From an optimization exercise on the open Yosys and OpenROAD flow, aimed at small area; shortcuts taken in it are not production practice.
The RTL was checked by simulation tests, not by an equivalence proof against the original design.
The flow treats the clock pin as an ideal source. Dropping or thinning the clock tree relies on that and would not hold on a real chip.
Power is estimated from default activity; no workload was simulated.

==> flow/design.v (excerpt) <==
module overall_top(
    input clk_100MHz,
    input reset,
    input sec_button,
    input min_button,
    input hour_button,
    input start,
    input pause,
    input mode,
    output h_sync,
    output v_sync,
    output [11:0] rgb
    );
For scale: roughly 450 cells after synthesis, ~22 I/O pins, roughly 4000 µm² of cells after synthesis.
clock: 10.0 ns
lec_check: 0
cap_margin: 0
core_margin: 2
core_utilization: 40
slew_margin: 0
synth_memory_max_bits: 16384
standard.sh (not shown) runs the stock make flow with config.mk's settings and CLKGATE_MAP_FILE= SYNTH_SCRIPT=/design/flow/synth_recipe.tcl, a recipe that flattens the netlist after the stock synthesis.
==> flow/flow/run.sh <==
#!/bin/bash
# Own layout flow: the standard flow (standard.sh) with these changes.
#  1. After the standard synthesis, the combinational logic between the
#     (untouched) registers is re-mapped by ABC for area: runs with
#     different seeds (remap.abc), the smallest netlist that a SAT proof
#     shows equal to the standard one (registers cut into inputs and
#     outputs) is used; the standard netlist is kept if none passes.
#     Eight seeds, four at a time; each run is deterministic.
#  2. The port buffers are sky130_fd_sc_hd__buf_1 (every port still gets one).
#  3. CTS builds its tree from clkbuf_8 without dummy loads; clock_tree.tcl
#     then replaces it by a smaller tree if that meets its checks.
# Each tool's output goes to a log file of its own in the work folder.
set -euo pipefail
WORK=$(pwd)
export FLOWDIR=$WORK/flow
export RES=$WORK/orfs/results/$FLOW_PLATFORM/overall_top/base
PLAT=$FLOW_HOME/platforms/$FLOW_PLATFORM
LIB=$PLAT/lib/sky130_fd_sc_hd__tt_025C_1v80.lib
YOSYS=${YOSYS_EXE:-$(command -v yosys || echo $FLOW_HOME/../tools/install/yosys/bin/yosys)}
OPENROAD=${OPENROAD_EXE:-$(command -v openroad || echo $FLOW_HOME/../tools/install/OpenROAD/bin/openroad)}

export BUFFER_PORTS_ARGS="-buffer_cell sky130_fd_sc_hd__buf_1"
export CTS_ARGS="-sink_clustering_enable -repair_clock_nets -dont_use_dummy_load -buf_list sky130_fd_sc_hd__clkbuf_8"

bash standard.sh synth > standard_synth.log 2>&1
cp "$RES/1_2_yosys.v" "$WORK/netlist_standard.v"
python3 "$FLOWDIR/cut_ffs.py" "$WORK/netlist_standard.v" "$WORK/cut_standard.v" > "$WORK/cut_standard.log" 2>&1 || true

DONT_USE=$(sed -n '/DONT_USE_CELLS +=/,/^$/p' "$PLAT/config.mk" | grep -o 'sky130_fd_sc_hd__[A-Za-z0-9_]*' | sed 's/^/-dont_use /' | tr '\n' ' ')
SEQ="sky130_fd_sc_hd__df* sky130_fd_sc_hd__edf* sky130_fd_sc_hd__sdf* sky130_fd_sc_hd__dl*"

SEEDS="1 2 3 4 5 6 7 8"
for S in $SEEDS; do
  sed "s/@SEED@/$S/" "$FLOWDIR/remap.abc" > "$WORK/remap_$S.abc"
  cat > "$WORK/remap_$S.ys" <<EOS
read_liberty -ignore_miss_func -ignore_miss_dir -ignore_miss_data_latch $LIB
read_verilog $WORK/netlist_standard.v
hierarchy -top $FLOW_TOP
setattr -mod -set keep_hierarchy 1 $SEQ
flatten
opt_clean
setattr -mod -set blackbox 1 $SEQ
techmap
opt -fast
abc -liberty $LIB $DONT_USE -script $WORK/remap_$S.abc
setundef -zero
splitnets
opt_clean -purge
hilomap -singleton -hicell sky130_fd_sc_hd__conb_1 HI -locell sky130_fd_sc_hd__conb_1 LO
insbuf -buf sky130_fd_sc_hd__buf_4 A X
tee -o $WORK/remap_stat_$S.txt stat -liberty $LIB
write_verilog -noattr -nohex -nodec -selected $WORK/netlist_remap_$S.v
EOS
  "$YOSYS" -s "$WORK/remap_$S.ys" > "$WORK/remap_$S.log" 2>&1 &
  while (( $(jobs -rp | wc -l) >= 4 )); do sleep 2; done
done
wait || true

# candidates, smallest first
: > "$WORK/remap_areas.txt"
for S in $SEEDS; do
  if [[ -s "$WORK/netlist_remap_$S.v" && -s "$WORK/remap_stat_$S.txt" ]]; then
    a=$(grep -m1 "Chip area" "$WORK/remap_stat_$S.txt" | awk '{print $NF}')
    echo "$a $S" >> "$WORK/remap_areas.txt"
  fi
done
use_remap=0
for S in $(sort -g "$WORK/remap_areas.txt" | awk '{print $2}'); do
  python3 "$FLOWDIR/cut_ffs.py" "$WORK/netlist_remap_$S.v" "$WORK/cut_remap_$S.v" > "$WORK/cut_remap_$S.log" 2>&1 || continue
  cat > "$WORK/equiv_$S.ys" <<EOS
read_liberty -ignore_miss_func -ignore_miss_dir -ignore_miss_data_latch $LIB
read_verilog $WORK/cut_standard.v
rename $FLOW_TOP gold
read_verilog $WORK/cut_remap_$S.v
rename $FLOW_TOP gate
flatten gold gate
opt_clean
miter -equiv -flatten -make_outputs gold gate miter
hierarchy -top miter
sat -verify -prove trigger 0 miter
EOS
  "$YOSYS" -s "$WORK/equiv_$S.ys" > "$WORK/equiv_$S.log" 2>&1 || continue
  # the same registers, by name and cell type
  diff <(grep -o 'sky130_fd_sc_hd__[de]*df[a-z0-9_]* [^ ]*' "$WORK/netlist_standard.v" | sort) \
       <(grep -o 'sky130_fd_sc_hd__[de]*df[a-z0-9_]* [^ ]*' "$WORK/netlist_remap_$S.v" | sort) > "$WORK/regs_diff_$S.log" || continue
  use_remap=$S
  break
done
echo "use_remap=$use_remap" > "$WORK/remap_used.txt"
if [[ $use_remap != 0 ]]; then
  cp "$WORK/netlist_remap_$use_remap.v" "$RES/1_2_yosys.v"
  rm -f "$RES/1_synth.odb" "$RES/1_synth.sdc"
fi

bash standard.sh cts > standard_cts.log 2>&1
K=$(TREE_K=0 "$OPENROAD" -no_init -exit "$FLOWDIR/clock_tree.tcl" 2>&1 | tee "$WORK/clock_tree_search.log" | awk '/^BEST_K/ {print $2}' || true)
K=${K:-0}
if [[ $K != 0 ]] && TREE_K=$K "$OPENROAD" -no_init -exit "$FLOWDIR/clock_tree.tcl" > "$WORK/clock_tree.log" 2>&1 \
   && [[ -s "$RES/4_cts_tree.odb" ]]; then
  cp "$RES/4_cts.odb" "$WORK/4_cts_cts.odb"
  mv "$RES/4_cts_tree.odb" "$RES/4_cts.odb"
  echo "clock tree replaced" > "$WORK/clock_tree_used.txt"
else
  echo "clock tree kept" > "$WORK/clock_tree_used.txt"
fi

bash standard.sh > standard.log 2>&1
Other scripts of this flow, unchanged in this note and not shown: flow/flow/clock_tree.tcl, flow/flow/clock_tree_lib.tcl, flow/flow/cut_ffs.py, flow/flow/remap.abc
The first run passed the timing, design-rule and antenna checks.
Rerun with:
--- a/flow/flow/run.sh
+++ b/flow/flow/run.sh
@@ -2,8 +2,2 @@
 # Own layout flow: the standard flow (standard.sh) with these changes.
-#  1. After the standard synthesis, the combinational logic between the
-#     (untouched) registers is re-mapped by ABC for area: runs with
-#     different seeds (remap.abc), the smallest netlist that a SAT proof
-#     shows equal to the standard one (registers cut into inputs and
-#     outputs) is used; the standard netlist is kept if none passes.
-#     Eight seeds, four at a time; each run is deterministic.
 #  2. The port buffers are sky130_fd_sc_hd__buf_1 (every port still gets one).
@@ -31,3 +25,3 @@
 
-SEEDS="1 2 3 4 5 6 7 8"
+SEEDS="1 2 3 4 5 6 7 8 9 10 11 12 13 14 15 16"
 for S in $SEEDS; do
@@ -49,3 +43,2 @@
 hilomap -singleton -hicell sky130_fd_sc_hd__conb_1 HI -locell sky130_fd_sc_hd__conb_1 LO
-insbuf -buf sky130_fd_sc_hd__buf_4 A X
 tee -o $WORK/remap_stat_$S.txt stat -liberty $LIB
GPL_TIMING_DRIVEN = 0   (was default)
Outcome:
- worst setup slack degrades by 0.061 ns
- via count is about the same
- sequential power is about the same
- worst hold slack barely changes
- synthesized cell count drops by a few percent
- total power drops slightly
- cell area decreases slightly
- area after synthesis is lower by a few percent
- first-iteration DRC count shrinks by well over a third
- die area fell slightly
No run of this note takes its clock network from TritonCTS; it comes from the design's own scripts or RTL.

[afterwards: timing with drivers on the ports]
Ports are ideal in the flow. The routed layouts listed here were re-timed in OpenROAD.
Step 1, drivers: a clkbuf_16 drives clk_100MHz and a buf_2 each remaining input, both assumed.
Step 2, shift: input delay + t, output delay - t, t = (earliest + latest rising clock arrival at the registers) / 2. This alone moves slack from input paths to output paths.
Slacks: no drivers / after step 1 / after step 2; pairs: no drivers / after step 1.
| run | t, ns | setup slack, ns | worst setup path at the end | worst register clock-pin slew, ns |
|---|---|---|---|---|
| the first run | 0.479 | 5.178 / 5.151 / 4.772 | input to register | 0.09 / 0.09 |
| the second run | 0.477 | 5.117 / 5.103 / 4.645 | input to register | 0.10 / 0.10 |
After both steps every run listed still meets setup and hold. For the second run, which loses most, drivers alone change the setup slack by -0.014 ns; drivers and shift together by -0.472 ns.
